Source: an optimization exercise on an open RTL-to-GDS flow (aim: small area, a short achievable clock period and few clock cycles). Production flows keep margins and buffers that such runs may drop.
The RTL was checked by simulation tests, not by an equivalence proof against the original design.
No activity file was given, so power comes from the tool's default toggle rates.

### flow/run.sh
#!/bin/bash
# synth_recipe.tcl (not shown) runs the flow's synth.tcl, then flattens the netlist and writes it again
# the make line also repeats each setting of config.mk as NAME=value (left out here)
make -C /OpenROAD-flow-scripts/flow DESIGN_CONFIG=/design/flow/config.mk WORK_HOME=/design/flow/orfs CLKGATE_MAP_FILE= SYNTH_SCRIPT=/design/flow/synth_recipe.tcl finish
### flow/config.mk
export PLATFORM = sky130hd
export DESIGN_NAME = cpu_cache
export DESIGN_NICKNAME = cpu_cache
export VERILOG_FILES = /design/flow/design.v
export SDC_FILE = /design/flow/constraint.sdc
export NUM_CORES = 8
export LEC_CHECK = 0
export CAP_MARGIN = 20
export CORE_MARGIN = 2
export CORE_UTILIZATION = 40
export SLEW_MARGIN = 20
### flow/constraint.sdc
create_clock -name core_clock -period 11.0 [get_ports {clk}]
set_input_delay 2.2000 -clock core_clock [delete_from_list [all_inputs] [get_ports {clk}]]
set_output_delay 2.2000 -clock core_clock [all_outputs]
set_load 0.01 [all_outputs]
### flow/design.v
module cpu_cache (
	input clk,
	input reset_n,
	output readM1,
	output [15:0] address1,
	input [15:0] instData00,
	input [15:0] instData01,
	input [15:0] instData10,
	input [15:0] instData11,
	input [1:0] instReady,
	output readM2,
	output writeM2,
	output [15:0] address2,
	input [15:0] memData00,
	input [15:0] memData01,
	input [15:0] memData10,
	input [15:0] memData11,
	input [1:0] memReadReady,
	input [1:0] memWriteReady,
	output [15:0] evicted2_address,
	output [15:0] evicted2_00,
	output [15:0] evicted2_01,
	output [15:0] evicted2_10,
	output [15:0] evicted2_11,
	output reg [15:0] num_inst,
	output reg [15:0] output_port,
	output reg is_halted
);
	reg [1:0] st1, st2r, st2w;
	always @(posedge clk) begin
		st1 <= instReady;
		st2r <= memReadReady;
		st2w <= memWriteReady;
	end
	wire idle1 = (st1 == 2'd2);
	wire idle2r = (st2r == 2'd2);
	wire idle2w = (st2w == 2'd2);
	wire wbusy = (st2w == 2'd0);
	wire rdy1 = (instReady == 2'd1);
	wire rdy2 = (memReadReady == 2'd1);
	reg [15:0] pc;
	reg id_v;
	reg [15:0] id_ins;
	reg [15:0] id_pcn;
	reg mem_v, mem_wen, mem_ld, mem_st, mem_wwd, mem_hlt;
	reg [1:0] mem_rd;
	reg [15:0] mem_res;
	reg [15:0] mem_sd;
	reg [15:0] rf0, rf1, rf2, rf3;
	reg [13:0] tagI;      
	reg hasI;             
	reg vI;               
	reg [13:0] tagS;
	reg vS;
	reg [15:0] iS0, iS1, iS2, iS3;
	wire [13:0] pcb = pc[15:2];
	wire mS = vS & (tagS == pcb);
	wire mI = hasI & (tagI == pcb);
	wire ihit = mS | (mI & (vI | rdy1));
	reg [15:0] wS, wI;
	always @(*) begin
		case (pc[1:0])
			2'd0: begin wS = iS0; wI = instData00; end
			2'd1: begin wS = iS1; wI = instData01; end
			2'd2: begin wS = iS2; wI = instData10; end
			default: begin wS = iS3; wI = instData11; end
		endcase
	end
	wire [15:0] fetched = mS ? wS : wI;
	wire [3:0] id_op = id_ins[15:12];
	wire [5:0] id_fn = id_ins[5:0];
	wire id_flow = id_v & ((id_op == 4'd9) | (id_op == 4'd10) |
		((id_op == 4'd15) & ((id_fn == 6'd25) | (id_fn == 6'd26) | (id_fn == 6'd29))) |
		((id_op[3:2] == 2'b00) & id_ins[7]));
	wire [13:0] pfb = pcb + 14'd1;
	wire demand = ~mS & ~mI & ~id_flow;
	wire pf = ~demand & ~id_flow & (mS | (mI & vI)) &
		~(vS & (tagS == pfb)) & ~(hasI & (tagI == pfb));
	assign readM1 = demand | pf;
	assign address1 = demand ? pc : {pfb, 2'b00};
	wire take1 = readM1 & idle1;
	always @(posedge clk) begin
		if (!reset_n) begin
			hasI <= 1'b0;
			vI <= 1'b0;
			vS <= 1'b0;
		end else if (take1) begin
			tagI <= address1[15:2];
			hasI <= 1'b1;
			vI <= 1'b0;
			if (vI & ~mS) begin
				vS <= 1'b1;
				tagS <= tagI;
				iS0 <= instData00;
				iS1 <= instData01;
				iS2 <= instData10;
				iS3 <= instData11;
			end
		end else if (hasI & rdy1) begin
			vI <= 1'b1;
		end
	end
	wire [3:0] op = id_op;
	wire [1:0] rs = id_ins[11:10];
	wire [1:0] rt = id_ins[9:8];
	wire [1:0] rd = id_ins[7:6];
	wire [5:0] fn = id_fn;
	wire [7:0] imm = id_ins[7:0];
	wire [15:0] simm = {{8{imm[7]}}, imm};
	wire isR = (op == 4'd15);
	wire isAlu = isR & (fn[5:3] == 3'd0);
	wire isJPR = isR & (fn == 6'd25);
	wire isJRL = isR & (fn == 6'd26);
	wire isWWD = isR & (fn == 6'd28);
	wire isHLT = isR & (fn == 6'd29);
	wire isADI = (op == 4'd4);
	wire isORI = (op == 4'd5);
	wire isLHI = (op == 4'd6);
	wire isLWD = (op == 4'd7);
	wire isSWD = (op == 4'd8);
	wire isBr = (op[3:2] == 2'b00);
	wire isJMP = (op == 4'd9);
	wire isJAL = (op == 4'd10);
	wire uses_rs = ~(isLHI | isJMP | isJAL | (op == 4'd11) | (op == 4'd12) | (op == 4'd13) | (op == 4'd14));
	wire uses_rt = (isAlu & (fn[2:1] == 2'b00)) | (isAlu & (fn[2:1] == 2'b01)) | isSWD | (op == 4'd0) | (op == 4'd1);
	reg [15:0] rfa, rfb;
	always @(*) begin
		case (rs)
			2'd0: rfa = rf0;
			2'd1: rfa = rf1;
			2'd2: rfa = rf2;
			default: rfa = rf3;
		endcase
		case (rt)
			2'd0: rfb = rf0;
			2'd1: rfb = rf1;
			2'd2: rfb = rf2;
			default: rfb = rf3;
		endcase
	end
	wire fwd_ok = mem_v & mem_wen & ~mem_ld;
	wire [15:0] a = (fwd_ok & (mem_rd == rs)) ? mem_res : rfa;
	wire [15:0] b = (fwd_ok & (mem_rd == rt)) ? mem_res : rfb;
	wire luse = mem_v & mem_ld & ((uses_rs & (mem_rd == rs)) | (uses_rt & (mem_rd == rt)));
	wire aSub = isAlu & (fn[2:0] == 3'd1);
	wire aTcp = isAlu & (fn[2:0] == 3'd5);
	wire useImm = ~isR;
	wire [15:0] ax = aTcp ? ~a : a;
	wire [15:0] ay = useImm ? simm : (aSub ? ~b : (aTcp ? 16'd0 : b));
	wire [15:0] sum = ax + ay + {15'd0, aSub | aTcp};
	reg [15:0] res;
	always @(*) begin
		if (isAlu) begin
			case (fn[2:0])
				3'd2: res = a & b;
				3'd3: res = a | b;
				3'd4: res = ~a;
				3'd6: res = {a[14:0], 1'b0};
				3'd7: res = {a[15], a[15:1]};
				default: res = sum;
			endcase
		end else if (isORI) res = a | {8'd0, imm};
		else if (isLHI) res = {imm, 8'd0};
		else if (isJAL | isJRL) res = id_pcn;
		else if (isWWD) res = a;
		else res = sum;
	end
	wire a_eq_b = (a == b);
	wire a_zero = (a == 16'd0);
	reg bcond;
	always @(*) begin
		case (op[1:0])
			2'd0: bcond = ~a_eq_b;
			2'd1: bcond = a_eq_b;
			2'd2: bcond = ~a[15] & ~a_zero;
			default: bcond = a[15];
		endcase
	end
	wire [15:0] btarget = id_pcn + simm;
	wire taken = (isBr & bcond) | isJMP | isJAL | isJPR | isJRL;
	wire [15:0] target = isBr ? btarget : ((isJMP | isJAL) ? {4'd0, id_ins[11:0]} : a);
	wire wen = isAlu | isADI | isORI | isLHI | isLWD | isJAL | isJRL;
	wire [1:0] wrd = (isJAL | isJRL) ? 2'd2 : (isR ? rd : rt);
	reg [13:0] tagR;      
	reg hasR;
	reg vR;               
	reg [13:0] tagD;      
	reg vD, dirtyD;
	reg [15:0] dS0, dS1, dS2, dS3;
	wire [13:0] ab = mem_res[15:2];
	wire [1:0] aw = mem_res[1:0];
	wire hD = vD & (tagD == ab);
	wire mR = hasR & (tagR == ab);
	wire rok = vR | rdy2;
	wire memop = mem_v & (mem_ld | mem_st);
	wire st_wb = mem_v & mem_st & ~hD & vD & dirtyD;       
	assign writeM2 = st_wb & idle2w;
	assign evicted2_address = {tagD, 2'b00};
	assign evicted2_00 = dS0;
	assign evicted2_01 = dS1;
	assign evicted2_10 = dS2;
	assign evicted2_11 = dS3;
	wire st_alloc = mem_v & mem_st & ~hD & mR & rok & (~(vD & dirtyD) | idle2w);
	assign readM2 = memop & ~hD & ~mR & ~wbusy;
	assign address2 = mem_res;
	wire take2 = readM2 & idle2r;
	reg [15:0] wD, wR;
	always @(*) begin
		case (aw)
			2'd0: begin wD = dS0; wR = memData00; end
			2'd1: begin wD = dS1; wR = memData01; end
			2'd2: begin wD = dS2; wR = memData10; end
			default: begin wD = dS3; wR = memData11; end
		endcase
	end
	wire [15:0] ldata = hD ? wD : wR;
	wire mem_done = ~mem_v | (mem_ld ? (hD | (mR & rok)) : (mem_st ? (hD | st_alloc) : 1'b1));
	wire mem_stall = ~mem_done;
	wire retire = mem_v & mem_done & ~is_halted;
	always @(posedge clk) begin
		if (!reset_n) begin
			hasR <= 1'b0;
			vR <= 1'b0;
			vD <= 1'b0;
			dirtyD <= 1'b0;
		end else begin
			if (take2) begin
				tagR <= ab;
				hasR <= 1'b1;
				vR <= 1'b0;
			end else if (hasR & rdy2) begin
				vR <= 1'b1;
			end
			if (writeM2) dirtyD <= 1'b0;
			if (mem_v & mem_st & hD) begin
				dirtyD <= 1'b1;
				case (aw)
					2'd0: dS0 <= mem_sd;
					2'd1: dS1 <= mem_sd;
					2'd2: dS2 <= mem_sd;
					default: dS3 <= mem_sd;
				endcase
			end else if (st_alloc) begin
				vD <= 1'b1;
				dirtyD <= 1'b1;
				tagD <= ab;
				dS0 <= (aw == 2'd0) ? mem_sd : memData00;
				dS1 <= (aw == 2'd1) ? mem_sd : memData01;
				dS2 <= (aw == 2'd2) ? mem_sd : memData10;
				dS3 <= (aw == 2'd3) ? mem_sd : memData11;
			end
		end
	end
	wire ex_fire = id_v & ~mem_stall & ~luse;
	wire redirect = ex_fire & taken;
	wire id_free = ~id_v | ex_fire;
	always @(posedge clk) begin
		if (!reset_n) begin
			pc <= 16'd0;
			id_v <= 1'b0;
			mem_v <= 1'b0;
			num_inst <= 16'd0;
			output_port <= 16'd0;
			is_halted <= 1'b0;
			rf0 <= 16'd0;
			rf1 <= 16'd0;
			rf2 <= 16'd0;
			rf3 <= 16'd0;
		end else begin
			if (redirect) begin
				pc <= target;
				id_v <= 1'b0;
			end else if (id_free) begin
				id_v <= ihit;
				id_ins <= fetched;
				id_pcn <= pc + 16'd1;
				if (ihit) pc <= pc + 16'd1;
			end
			if (~mem_stall) begin
				mem_v <= ex_fire;
				mem_wen <= wen;
				mem_ld <= isLWD;
				mem_st <= isSWD;
				mem_wwd <= isWWD;
				mem_hlt <= isHLT;
				mem_rd <= wrd;
				mem_res <= res;
				mem_sd <= b;
			end
			if (retire) begin
				num_inst <= num_inst + 16'd1;
				if (mem_wwd) output_port <= mem_res;
				if (mem_hlt) is_halted <= 1'b1;
			end
			if (mem_v & mem_done & mem_wen) begin
				case (mem_rd)
					2'd0: rf0 <= mem_ld ? ldata : mem_res;
					2'd1: rf1 <= mem_ld ? ldata : mem_res;
					2'd2: rf2 <= mem_ld ? ldata : mem_res;
					default: rf3 <= mem_ld ? ldata : mem_res;
				endcase
			end
		end
	end
endmodule
==> results_dict.tcl <==
set metrics [dict create \
    cp.arrival_ps 4700 \
    dpl_cell_area_mm2 0.0263 \
    synth_top_family_by_area "multiplexers" \
    synth_seq_area_share 0.449 \
    clock_latency_ps 590 \
    detail_route.wirelength_um 75800 \
    crit_required_ps 8800 \
    max_stage_delay_ps 950 \
    rows 87 \
    cts_post_setup_buffers_inserted 0 \
    setup_viol 0 \
    htree_num_levels 2 \
    rsz0062_at_grt "no" \
    critPathKind "reg2out" \
    overflow 0 \
    drive_above_1_share 0.167 \
    powerDensity_mw_per_mm2 125 \
    post_drt_wl_per_cell_um 24.7 \
    drt_pass1_iterations 9 \
    die_area_mm2 0.0588 \
    initial_core_util 0.404 \
    hp-class "reg2reg" \
    die_x_um 242 \
    antenna_found_initial 0 \
    grt_start_max_net_pins 85 \
    synth_edf_count 255 \
    synthAdderAreaFrac 0.0312 \
    min_period_over_period 0.627 \
    vdd_drop_max_mv 0.112 \
    gp_congestion 1.02 \
    ios 284 \
    total_power_mw 3.49 \
    io_buffers 281 \
    design.core.area_mm2 0.0563 \
    ys_warn_count 1 \
    synth.area.mux_share 0.156 \
    status "finished clean" \
    max_slew_margin 0.209 \
    ctsLongestPathBuffers 3 \
    hpwl_um 54700 \
    syn_to_final_growth_pct 22.3 \
    stdcell_area_mm2 0.0278 \
    cts.sinks 383 \
    avgViaCountPerCell 5.98 \
    grt.total_usage 0.252 \
    critPathLaunchType "register" \
    drc 0 \
    drt-initial-drc-count 1806 \
    cts_hold_buffers 0 \
    hold_violations 0 \
    synth_compound_area_frac 0.143 \
    cts-resized-gates 0 \
    fillers 5133 \
    final.min_clock_period_ps 6900 \
    grt_pass1_wl_um 114000 \
    path_cells "ha_1, nand3_1, nor4_1, xor2_1, nand4_1, a2111oi_0, a221o_2, nor2b_1, clkdlybuf4s50_1" \
    yosys_register_bits 383 \
    finClkSkew_ps 28.2 \
    clk_pin_slew_ps 60 \
    grt_pass1_vias 17988 \
    avgSynthCellArea_um2 11.1 \
    ant_nets 0 \
    nNetsFinal 2465 \
    setup_tns_ps 0 \
    netlist_area_mm2 0.0227 \
    diodes 0 \
    synthXorXnorAreaFrac 0.0628 \
    yosysUniqueCellTypes 88 \
    worst_pin_slew_ps 1180 \
    yosysTopAreaCell "edfxtp_1" \
    yosysTopAreaCellShare 0.337 \
    cts_buffers 44 \
    maxCapViolCount 0 \
    endpoint_kind "output pin" \
    path_max_fanout 13 \
    synthTopCellsByArea "edfxtp_1 34%, dfxtp_1 11%, mux4_2 8.2%, xnor2_1 4.4%, mux2_2 4.0%" \
    cts_root_buffer "clkbuf_16" \
    max_freq_mhz 145 \
    ys.flop_type "edfxtp_1" \
    cts_tree "yes" \
    slew_violations 0 \
    synth-async-reset-ratio 0 \
    post_synth_and_or_nand_nor_area_fraction 0.115 \
    die_h_um 242 \
    cp_slowest_cell "nor4_1" \
    num_vias 18320 \
    p_leak_nw 10.1 \
    synthCells 2043 \
]
routing by layer:
layer | global-route usage | wire length [µm] | vias up
li1 | - | - | 8287
met1 | 0.348 | 33100 | 9089
met2 | 0.406 | 34900 | 819
met3 | 0.0384 | 5320 | 125
met4 | 0.0828 | 2460 | 0
met5 | 0 | 0 | -
layout by cell type, fill, tap and decap left out, types with 13 or more instances in the layout:
master,Yosys,layout
xor2_1,48,48
nand4_1,36,36
or3_1,17,17
clkdlybuf4s50_1,0,280
nand2b_1,19,19
a222oi_1,37,37
a211oi_1,17,17
xnor2_1,115,115
nor3_1,37,37
o21ai_0,72,72
inv_1,69,68
buf_4,7,52
a31o_2,49,49
o211ai_1,48,48
a21oi_1,77,72
o31ai_1,13,13
o21a_1,19,19
nand3_1,44,44
mux2_2,80,80
ha_1,52,52
edfxtp_1,255,255
nand2_1,109,109
nor2_1,168,166
dfxtp_1,128,128
mux4_2,83,83
mux2i_1,73,73
nor4_1,25,23
and3_1,14,14
clkbuf_16,0,47
worst max-delay path: cells and delay by family (launching register included):
family	cells	cell delay (ps)
AOI/OAI and AO/OA	2	850
buffers and inverters	1	480
DFF	1	560
adders and majority gates	1	430
and+or+nand+nor	4	1590
xor gates and xnor gates	1	190
layout make-up:
cell class | instances | area [µm²] | area share
Clock inverter | 21 | 244 | 0.00877
Clock buffer | 61 | 1250 | 0.0449
Timing Repair Buffer | 335 | 3240 | 0.117
Tap cell | 756 | 946 | 0.0340
Sequential cell | 383 | 10200 | 0.367
Inverter | 75 | 282 | 0.0101
Multi-Input combinational cell | 1435 | 11600 | 0.418
report_power, final:
group	internal [mW]	leakage (nW)	switching, mW	total (mW)
registers	1.56	3.41	0.0227	1.58
logic	0.174	5.92	0.206	0.380
clock network	0.913	0.725	0.614	1.53
cell usage after synthesis (7+ instances only):
cell / instances
and2_1: 10
dfxtp_1: 128
o22ai_1: 12
o21a_1: 19
a21oi_1: 77
xnor2_1: 115
clkbuf_1: 93
a211oi_1: 17
and3_1: 14
nor4_1: 25
nand2_1: 109
ha_1: 52
or2_2: 10
o211ai_1: 48
or4_1: 8
nand2b_1: 19
nor3_1: 37
a21o_1: 11
mux2i_1: 73
buf_4: 7
mux2_2: 80
nand4_1: 36
nand3_1: 44
a222oi_1: 37
buf_1: 10
o211a_1: 9
xor2_1: 48
o21ai_0: 72
nor2_1: 168
a31o_2: 49
inv_1: 69
nor2b_1: 10
edfxtp_1: 255
or3_1: 17
a31oi_1: 11
mux4_2: 83
buf_2: 33
o31ai_1: 13
stage by stage:
stage / hold slack, ps / utilization / setup slack [ps] / instances
detailed placement: 463 / 0.467 / 4640 / 2981
CTS: 477 / 0.493 / 4000 / 3063
global placement: 452 / 0.467 / 4720 / 2981
floorplan: 444 / - / 5540 / 2044
global route: 482 / 0.494 / 3740 / 3066
finish: 475 / 0.494 / 4100 / 3066
cells by family (layout without fill, tap and decap cells):
logic type / Yosys count / count (layout)
XOR/XNOR: 163 / 163
adder cells (fa/ha/maj): 55 / 55
buffers and inverters: 226 / 492
AND/OR/NAND/NOR: 531 / 531
AO/OA/AOI/OAI: 445 / 445
multiplexers: 239 / 239
flip-flops: 383 / 383
other: 1 / 2
path summary, 6_finish.rpt:
path,from,end,slack [ps],cells after the start
max,pc[3]$_SDFFE_PN0P_,readM1,4100,9
max reg2reg,id_ins[1]$_DFFE_PP_,mem_res[14]$_DFFE_PP_,5200,17
min reg2reg,tagI[10]$_DFFE_PP_,tagS[10]$_DFFE_PP_,470,0
min,tagI[10]$_DFFE_PP_,tagS[10]$_DFFE_PP_,470,0
Testbench counts, summed over its fixed seeds: cycles 259,322.

## separate check: timing with driven ports
The results above use ideal ports. As a check the final layout listed here was re-extracted and re-timed, cells and wires unchanged. Step 1 assumes that a clkbuf_16 drives the clock port and a buf_2 every other input. Step 2 adds t to the input delays and takes it off the output delays; t is the mean of the earliest and latest rising clock arrival at the registers after step 1. Input paths then give back, and output paths get back, about the clock's delay inside the block. Slacks: ideal ports / drivers / drivers and shift; pairs: ideal ports / drivers.
t (ns): 0.638
slack for setup (ns): 4.102 / 4.041 / 4.679
hold WS [ns]: 0.475 / 0.475 / 0.475
worst register clock-pin slew, ns: 0.07 / 0.07
worst data-port slew with drivers (ns): 0.07
After both steps this run still meets setup and hold. The setup slack of this run moves by -0.061 ns with the drivers and by +0.577 ns with both steps.
